Context: an optimization exercise on an open-source flow, tuned for small area, a short achievable clock period and few clock cycles. The choices shown serve that exercise and are no tape-out recipe.
In this exercise RTL edits were held to simulation tests only and were not proved equivalent to the original.

==> module tx_path, before the edit <==
module tx_path (
  input  logic        clk,
  input  logic        rst_n,
  input  logic        qpsk,          
  input  logic        in_valid,
  output logic        in_ready,
  input  logic [7:0]  in_data,
  input  logic        in_last,
  output logic        out_valid,
  input  logic        out_ready,
  output logic [31:0] out_data,
  output logic        out_last
);
  logic [7:0] cur;
  logic [3:0] ccnt;                    
  logic       clast;
  logic [7:0] nxt;
  logic       nv, nlast;
  logic signed [15:0] pI, pQ;
  logic               ov, olast;
  assign in_ready  = ~nv;
  assign out_valid = ov;
  assign out_data  = {pI, pQ};
  assign out_last  = olast;
  logic adv, cur_free, acc;
  assign adv      = (ccnt != 4'd0) & (~ov | out_ready);
  assign cur_free = (ccnt == 4'd0) | (adv & (ccnt == 4'd1));
  assign acc      = in_valid & ~nv;
  logic b0, b1;
  assign b0 = cur[0];
  assign b1 = cur[1];
  logic [15:0] tu, su, cu, tw, sw, cw;
  logic        fu, xu, fw, xw;
  tx_rnd_u u_ru (.pI(pI), .pQ(pQ), .t(tu), .sat(fu), .sv(su), .ex(xu), .c(cu));
  tx_rnd_w u_rw (.pI(pI), .pQ(pQ), .t(tw), .sat(fw), .sv(sw), .ex(xw), .c(cw));
  logic        uI, iI, uQ, iQ, fI, fQ;
  logic [15:0] FI, FQ;
  logic signed [15:0] nI, nQ;
  always_comb begin
    uI = b1 ^ b0;
    iI = b0;
    uQ = ~(b1 ^ b0);
    iQ = b1;
    if (qpsk) begin
      fI = uI ? (fu | (iI & xu)) : (fw | (iI & xw));
      FI = uI ? ((iI & xu) ? cu : (su ^ {16{iI}})) : ((iI & xw) ? cw : (sw ^ {16{iI}}));
      fQ = uQ ? (fu | (iQ & xu)) : (fw | (iQ & xw));
      FQ = uQ ? ((iQ & xu) ? cu : (su ^ {16{iQ}})) : ((iQ & xw) ? cw : (sw ^ {16{iQ}}));
    end else begin
      fI = 1'b1;
      FI = b0 ? (pI ^ 16'hfffe) : pI;
      fQ = 1'b1;
      FQ = pQ;
    end
    nI = fI ? FI : ((uI ? tu : tw) ^ {16{iI}});
    nQ = fQ ? FQ : ((uQ ? tu : tw) ^ {16{iQ}});
  end
  always_ff @(posedge clk or negedge rst_n) begin
    if (!rst_n) begin
      pI    <= 16'sd32767;
      pQ    <= 16'sd0;
      ov    <= 1'b0;
      olast <= 1'b0;
      ccnt  <= 4'd0;
      clast <= 1'b0;
      nv    <= 1'b0;
      nlast <= 1'b0;
    end else begin
      if (adv) begin
        pI    <= nI;
        pQ    <= nQ;
        ov    <= 1'b1;
        olast <= clast & (ccnt == 4'd1);
      end else if (out_ready) begin
        ov    <= 1'b0;
      end
      if (cur_free) begin
        if (nv) begin
          ccnt  <= qpsk ? 4'd4 : 4'd8;
          clast <= nlast;
        end else if (acc) begin
          ccnt  <= qpsk ? 4'd4 : 4'd8;
          clast <= in_last;
        end else begin
          ccnt  <= 4'd0;
        end
      end else if (adv) begin
        ccnt <= ccnt - 4'd1;
      end
      if (cur_free & nv) nv <= 1'b0;
      else if (acc & ~cur_free) begin
        nv    <= 1'b1;
        nlast <= in_last;
      end
    end
  end
  always_ff @(posedge clk) begin
    if (cur_free & nv)       cur <= nxt;
    else if (cur_free & acc) cur <= in_data;
    else if (adv)            cur <= qpsk ? {2'b00, cur[7:2]} : {1'b0, cur[7:1]};
    if (acc & ~cur_free) nxt <= in_data;
  end
endmodule
==> flow/config.mk <==
export PLATFORM = sky130hd
export DESIGN_NAME = dpsk_modem
export DESIGN_NICKNAME = dpsk_modem
export VERILOG_FILES = /design/flow/design.v
export SDC_FILE = /design/flow/constraint.sdc
export NUM_CORES = 4
export LEC_CHECK = 0
export ABC_AREA = 1
export CAP_MARGIN = 20
export CORE_MARGIN = 2
export CORE_UTILIZATION = 40
export SLEW_MARGIN = 20
==> flow/constraint.sdc <==
create_clock -name core_clock -period 14.0 [get_ports {clk}]
set_input_delay 2.8000 -clock core_clock [delete_from_list [all_inputs] [get_ports {clk}]]
set_output_delay 2.8000 -clock core_clock [all_outputs]
set_load 0.01 [all_outputs]
standard.sh (not shown) runs the stock make flow with config.mk's settings and CLKGATE_MAP_FILE= SYNTH_SCRIPT=/design/flow/synth_recipe.tcl, a recipe that flattens the netlist after the stock synthesis.
==> flow/flow/run.sh <==
#!/bin/bash
set -e
cd "$(dirname "$0")/.."
export SETUP_SLACK_MARGIN=${SETUP_SLACK_MARGIN:-7.5}
bash standard.sh > standard.log 2>&1
Testbench counts at the start, summed over its fixed seeds: cycles 2,336.
Then changed:
--- a/flow/design.v
+++ b/flow/design.v
@@ -15,18 +15,16 @@
   logic [7:0] cur;
   logic [3:0] ccnt;                    
   logic       clast;
-  logic [7:0] nxt;
-  logic       nv, nlast;
   logic signed [15:0] pI, pQ;
   logic               ov, olast;
-  assign in_ready  = ~nv;
   assign out_valid = ov;
   assign out_data  = {pI, pQ};
   assign out_last  = olast;
   logic adv, cur_free, acc;
   assign adv      = (ccnt != 4'd0) & (~ov | out_ready);
   assign cur_free = (ccnt == 4'd0) | (adv & (ccnt == 4'd1));
-  assign acc      = in_valid & ~nv;
+  assign acc      = in_valid & cur_free;
+  assign in_ready = cur_free;
   logic b0, b1;
   assign b0 = cur[0];
   assign b1 = cur[1];
@@ -64,8 +62,6 @@
       olast <= 1'b0;
       ccnt  <= 4'd0;
       clast <= 1'b0;
-      nv    <= 1'b0;
-      nlast <= 1'b0;
     end else begin
       if (adv) begin
         pI    <= nI;
@@ -75,31 +71,19 @@
       end else if (out_ready) begin
         ov    <= 1'b0;
       end
-      if (cur_free) begin
-        if (nv) begin
-          ccnt  <= qpsk ? 4'd4 : 4'd8;
-          clast <= nlast;
-        end else if (acc) begin
-          ccnt  <= qpsk ? 4'd4 : 4'd8;
-          clast <= in_last;
-        end else begin
-          ccnt  <= 4'd0;
-        end
+      if (acc) begin
+        ccnt  <= qpsk ? 4'd4 : 4'd8;
+        clast <= in_last;
+      end else if (cur_free) begin
+        ccnt  <= 4'd0;
       end else if (adv) begin
         ccnt <= ccnt - 4'd1;
       end
-      if (cur_free & nv) nv <= 1'b0;
-      else if (acc & ~cur_free) begin
-        nv    <= 1'b1;
-        nlast <= in_last;
-      end
     end
   end
   always_ff @(posedge clk) begin
-    if (cur_free & nv)       cur <= nxt;
-    else if (cur_free & acc) cur <= in_data;
-    else if (adv)            cur <= qpsk ? {2'b00, cur[7:2]} : {1'b0, cur[7:1]};
-    if (acc & ~cur_free) nxt <= in_data;
+    if (acc)      cur <= in_data;
+    else if (adv) cur <= qpsk ? {2'b00, cur[7:2]} : {1'b0, cur[7:1]};
   end
 endmodule
 module tx_rnd_u (
After rerunning: Final cell count fell by 0.36%. Cell area is about the same. Utilization goes up by 0.22 points. Worst setup slack degrades by 65 ps.
Testbench counts after the change, summed over its fixed seeds: cycles 2,336.

-- static timing again, ports no longer ideal --
No port has a modelled driver above. Below, the same layouts with a new extraction and two added sets of constraints.
Step 1: set_driving_cell puts a clkbuf_16 on clk and a buf_2 on each other input, an assumption about the parent block.
Step 2 times the ports against the registers' clock, not the clock port: input delays grow and output delays shrink by t, the midpoint of the rising clock arrivals with the driver on.
Slacks: no drivers / after step 1 / after step 2; pairs: no drivers / after step 1.
run	t, ns	setup WS [ns]	worst register clock-pin slew, ns
the first run	0.542	7.726 / 7.726 / 7.726	0.09 / 0.09
the second run	0.542	7.661 / 7.645 / 7.645	0.09 / 0.09
After both steps setup and hold are still met in every run listed. For the second run, which loses most, drivers alone change the setup slack by -0.016 ns; drivers and shift together by -0.016 ns.
